Context: an optimization exercise on an open-source flow, tuned for small area. The choices shown serve that exercise and are no tape-out recipe. Only simulation tests tie the RTL to the original design; equivalence was not proved. Power and IR drop assume default switching activity.

== maple ==
==> flow/design.v (excerpt) <==
module sram_top #(
    parameter ROW_BITS = 1,
    parameter COL_BITS = 2,
    parameter ADDR_W   = 4 + ROW_BITS + COL_BITS
) (
    input  logic        clk,
    input  logic        rst_n,
    input  logic [ADDR_W-1:0] addr,
    input  logic [31:0] din,
    input  logic        ce_n,
    input  logic        we_n,
    output logic [31:0] dout
);
Size in the first run: roughly 6700 cells after synthesis, roughly 4400 flip-flops, about 0.10 mm^2 of cells after synthesis.
==> module memory_bank_2, before the edit <==
module memory_bank_2 (
    input  wire        clk,
    input  wire        rst_n,
    input  wire [6:0]  raddr,
    input  wire        seek,
    input  wire        show,
    input  wire [6:0]  waddr,
    input  wire [31:0] din,
    input  wire        wload,
    output wire [31:0] dout
);
    reg  [6:0]  phase;
    reg  [31:0] wbuf;
    reg  [6:0]  wa;
    reg         pend;
    reg  [31:0] rreg;
    reg  [3:0]  clrcnt;
    wire [31:0] d [0:127];
    always @(posedge clk)
        phase <= phase + 7'd1;
    wire clr = !(&clrcnt);
    always @(posedge clk or negedge rst_n) begin
        if (!rst_n)
            clrcnt <= 4'd0;
        else if (clr)
            clrcnt <= clrcnt + 4'd1;
    end
    wire [6:0]  wpos  = wa + phase;
    wire        wfire = pend && (wpos[2:0] == 3'd7);
    always @(posedge clk) begin
        if (wload || clr)
            wbuf <= din & {32{!clr}};
        if (wload)
            wa   <= waddr;
    end
    always @(posedge clk or negedge rst_n) begin
        if (!rst_n)
            pend <= 1'b0;
        else
            pend <= wload | (pend & !wfire);
    end
    genvar p;
    generate
        for (p = 0; p < 128; p = p + 1) begin : slot
            reg [31:0] q;
            if (p % 8 == 0) begin : wtap
                wire wen = clr || (wfire && (wpos[6:3] == ((p / 8 + 15) % 16)));
                always @(posedge clk)
                    q <= wen ? ((p / 8) % 2 ? ~wbuf : wbuf) : ~d[(p + 127) % 128];
            end else begin : plain
                always @(posedge clk)
                    q <= d[p - 1];
            end
            assign d[p] = q;
        end
    endgenerate
    wire [6:0] rpos = raddr + phase;
    wire       fwd  = pend && (wa == raddr);
    reg [31:0] tap_d;
    reg        rhit;
    integer k;
    always @* begin
        tap_d = 32'd0;
        rhit  = 1'b0;
        for (k = 0; k < 26; k = k + 1) begin
            tap_d = tap_d | ((((5 * k) / 8) % 2 ? ~d[5 * k] : d[5 * k]) & {32{rpos == 5 * k}});
            rhit  = rhit | (rpos == 5 * k);
        end
    end
    always @(posedge clk) begin
        if (seek && (fwd || rhit))
            rreg <= fwd ? wbuf : tap_d;
    end
    assign dout = rreg & {32{show}};
endmodule
export LEC_CHECK = 0
export CAP_MARGIN = 20
export CORE_MARGIN = 2
export CORE_UTILIZATION = 45
export PLACE_DENSITY = 0.6
export SETUP_SLACK_MARGIN = 0.3
export SLEW_MARGIN = 20
create_clock -name core_clock -period 10.0 [get_ports {clk}]
standard.sh (not shown) runs the stock make flow with config.mk's settings and CLKGATE_MAP_FILE= SYNTH_SCRIPT=/design/flow/synth_recipe.tcl, a recipe that flattens the netlist after the stock synthesis.
==> flow/flow/run.sh <==
#!/bin/bash
# Layout flow: the standard flow, with the combinational logic mapped by an
# area-oriented ABC script (flow/area.abc) instead of ORFS's speed script.
# Registers, their names and cell types are those of the standard synthesis.
# Clock tree synthesis runs with the arguments in flow/cts_args.txt (no dummy
# load cells). Ports are buffered with sky130_fd_sc_hd__buf_1.
set -euo pipefail
cd "$(dirname "$0")/.."
W=$PWD
sed 's|log_cmd abc {\*}\$abc_args|log_cmd abc {*}[lreplace $abc_args 1 1 '"$W"'/flow/area.abc]|' \
    "$FLOW_HOME/scripts/synth.tcl" > "$W/flow_synth.tcl"
grep -q "flow/area.abc" "$W/flow_synth.tcl"
sed "s|source \$::env(SCRIPTS_DIR)/synth.tcl|source $W/flow_synth.tcl|" \
    "$W/synth_recipe.tcl" > "$W/flow_synth_recipe.tcl"
grep -q "flow_synth.tcl" "$W/flow_synth_recipe.tcl"
bash "$W/standard.sh" SYNTH_SCRIPT="$W/flow_synth_recipe.tcl" CTS_ARGS="$(cat "$W/flow/cts_args.txt")" \
    BUFFER_PORTS_ARGS="-buffer_cell sky130_fd_sc_hd__buf_1" finish > "$W/flow_standard.log" 2>&1
==> flow/flow/area.abc <==
strash
dc2
dch -f
amap -m
topo
==> flow/flow/cts_args.txt <==
-sink_clustering_enable -repair_clock_nets -dont_use_dummy_load -buf_list sky130_fd_sc_hd__clkbuf_4 -sink_clustering_size 10 -sink_clustering_max_diameter 40
Both conditions hold for maple: the flow ran to the end and the final layout passed the timing, DRC and antenna checks.
The inputs of juniper differ from those of maple as listed below.
--- a/flow/design.v
+++ b/flow/design.v
@@ -156,9 +156,9 @@
             reg [31:0] q;
             if (p % 8 == 0) begin : wtap
                 wire wen = clr || (wfire && (wpos[6:3] == ((p / 8 + 15) % 16)));
                 always @(posedge clk)
-                    q <= wen ? ((p / 8) % 2 ? ~wbuf : wbuf) : ~d[(p + 127) % 128];
+                    q <= wen ? wbuf : d[(p + 127) % 128];
             end else begin : plain
                 always @(posedge clk)
                     q <= d[p - 1];
             end
@@ -173,9 +173,9 @@
     always @* begin
         tap_d = 32'd0;
         rhit  = 1'b0;
         for (k = 0; k < 26; k = k + 1) begin
-            tap_d = tap_d | ((((5 * k) / 8) % 2 ? ~d[5 * k] : d[5 * k]) & {32{rpos == 5 * k}});
+            tap_d = tap_d | (d[5 * k] & {32{rpos == 5 * k}});
             rhit  = rhit | (rpos == 5 * k);
         end
     end
     always @(posedge clk) begin
## What came out
- In juniper the worst setup slack turned out 0.42 ns lower than in maple.
- Row share of cells above drive strength 1: juniper lower / maple higher
- Looking at the reports, juniper completed the entire flow and the layout it produced met the timing, DRC and antenna checks.
- Delta (juniper minus maple): synthesis-to-finish area growth did not really move; non-clock buffering overhead in the final layout did not really move; register fraction of the total cell area went down.
- Lower total power density per cell area was reported by juniper, not maple.
- In the metrics for juniper and maple, the one carrying the lower largest fanout of any net on the critical path is maple.
- Against maple, worst-case clock skew in juniper came out better.
- Relative to maple, the synthesized area measured on juniper has increased slightly.
- Basic-gate share of the synthesized area counting and, or, nand and nor cells delta for juniper relative to maple: 0.86 points higher

* * *

Setup of run 2:
Another version of the RTL of sram_top (not shown whole).
For scale: roughly 6500 cells after synthesis, roughly 75 I/O pins.
==> module power_management_unit, before the edit <==
module power_management_unit (
    input  wire        clk,
    input  wire        rst_n,
    input  wire [15:0] request_wakeup,
    input  wire [15:0] access_done,
    output wire [15:0] bank_active_status
);
    localparam [9:0] TERM   = 10'h13f;
    localparam [9:0] K_WAKE = 10'h136;   
    localparam [9:0] K_IDLE = 10'h334;   
    localparam [9:0] K_DEEP = 10'h335;   
    localparam [9:0] POL    = 10'b0101010101;
    reg         wk;
    wire [15:0] ld_wake;
    always @(posedge clk or negedge rst_n) begin
        if (!rst_n)
            wk <= 1'b0;
        else
            wk <= (|ld_wake) | (wk & (|request_wakeup));
    end
    genvar i;
    generate
        for (i = 0; i < 16; i = i + 1) begin : bank_fsm
            reg       act, m;
            reg  [9:0] cnt_q;
            wire [9:0] cnt = cnt_q ^ POL;
            wire req  = request_wakeup[i];
            wire done = access_done[i];
            wire term = (cnt == TERM);
            assign ld_wake[i] = !act && !m && req;
            wire ld_deep = act && !req && m && term;
            wire ld_idle = act && !req && !(m && term) && done;
            always @(posedge clk or negedge rst_n) begin
                if (!rst_n) begin
                    act <= 1'b0;
                    m   <= 1'b0;
                end else if (act) begin
                    if (req)
                        m <= 1'b0;
                    else if (m && term)
                        act <= 1'b0;
                    else if (done)
                        m <= 1'b1;
                end else if (m) begin
                    if (term) begin
                        act <= req && wk;
                        m   <= 1'b0;
                    end
                end else if (req)
                    m <= 1'b1;
            end
            always @(posedge clk) begin
                if (ld_wake[i])
                    cnt_q <= K_WAKE ^ POL;
                else if (ld_deep)
                    cnt_q <= K_DEEP ^ POL;
                else if (ld_idle)
                    cnt_q <= K_IDLE ^ POL;
                else
                    cnt_q <= {cnt[8:0], cnt[9] ^ cnt[6]} ^ POL;
            end
            assign bank_active_status[i] = act;
        end
    endgenerate
endmodule
export LEC_CHECK = 0
export CAP_MARGIN = 20
export CORE_MARGIN = 2
export CORE_UTILIZATION = 65
export PLACE_DENSITY = 0.75
export SETUP_SLACK_MARGIN = 0.0
export SLEW_MARGIN = 20
create_clock -name core_clock -period 10.0 [get_ports {clk}]
Scripts as last shown in full above: flow/flow/run.sh, flow/flow/area.abc, flow/flow/cts_args.txt
Run 2 closes out successfully: all stages finished, all timing, DRC and antenna checks passed.
Edits applied to the flow inputs when going from run 2 to run 1:
--- a/flow/design.v
+++ b/flow/design.v
@@ -55,27 +55,25 @@
     output wire [15:0] bank_active_status
 );
     localparam [9:0] TERM   = 10'h13f;
     localparam [9:0] K_WAKE = 10'h136;   
     localparam [9:0] K_IDLE = 10'h334;   
     localparam [9:0] K_DEEP = 10'h335;   
-    localparam [9:0] POL    = 10'b0101010101;
     reg         wk;
     wire [15:0] ld_wake;
     always @(posedge clk or negedge rst_n) begin
         if (!rst_n)
             wk <= 1'b0;
         else
             wk <= (|ld_wake) | (wk & (|request_wakeup));
     end
     genvar i;
     generate
         for (i = 0; i < 16; i = i + 1) begin : bank_fsm
             reg       act, m;
-            reg  [9:0] cnt_q;
-            wire [9:0] cnt = cnt_q ^ POL;
+            reg [9:0] cnt;
             wire req  = request_wakeup[i];
             wire done = access_done[i];
             wire term = (cnt == TERM);
             assign ld_wake[i] = !act && !m && req;
             wire ld_deep = act && !req && m && term;
             wire ld_idle = act && !req && !(m && term) && done;
@@ -97,19 +95,19 @@
                     end
                 end else if (req)
                     m <= 1'b1;
             end
             always @(posedge clk) begin
                 if (ld_wake[i])
-                    cnt_q <= K_WAKE ^ POL;
+                    cnt <= K_WAKE;
                 else if (ld_deep)
-                    cnt_q <= K_DEEP ^ POL;
+                    cnt <= K_DEEP;
                 else if (ld_idle)
-                    cnt_q <= K_IDLE ^ POL;
+                    cnt <= K_IDLE;
                 else
-                    cnt_q <= {cnt[8:0], cnt[9] ^ cnt[6]} ^ POL;
+                    cnt <= {cnt[8:0], cnt[9] ^ cnt[6]};
             end
             assign bank_active_status[i] = act;
         end
     endgenerate
 endmodule
 `timescale 1ns / 1ps
Run 2 → run 1: number of H-tree levels up 1; combinational share of power rose by 0.3 points. Looking at logic depth of the worst path, buffers included across run 1 and run 2, the one that comes out higher is run 2. Going from run 2 to run 1, summed area of non-filler cells in the final layout grew slightly. Changes observed in run 1 relative to run 2: number of multi-input combinational cells roughly the same; wire length higher; via count of the first global-routing pass higher. Total placed instance area across run 1 and run 2: no real change.

==> port drivers added, routing unchanged <==
In the flow no input, the clock included, has a driving cell. The finished layouts below were timed again as built, in two steps.
Step 1, drivers: a clkbuf_16 drives clk and a buf_2 each remaining input, both assumed.
Step 2 times the ports against the registers' clock, not the clock port: input delays grow and output delays shrink by t, the midpoint of the rising clock arrivals with the driver on.
a / b / c = ideal ports / drivers / drivers and shift; a / b = the first two.
| run | t, ns | setup slack, ns | worst setup path after step 2 | clock arrival spread, ns | worst register clock-pin slew, ns |
|---|---|---|---|---|---|
| maple | 1.421 | 3.004 / 3.004 / 2.427 | input to register | 0.151 / 0.151 | 0.11 / 0.11 |
| juniper | 1.395 | 2.589 / 2.589 / 2.182 | input to register | 0.176 / 0.176 | 0.11 / 0.11 |
| run 2 | 1.428 | 0.321 / 0.240 / 0.942 | input to output | 0.184 / 0.184 | 0.11 / 0.11 |
| run 1 | 1.373 | 0.363 / 0.278 / 0.952 | input to output | 0.143 / 0.143 | 0.12 / 0.12 |
After both steps setup and hold are still met in every run listed. For maple, which loses most, drivers alone change the setup slack by 0.000 ns; drivers and shift together by -0.577 ns.
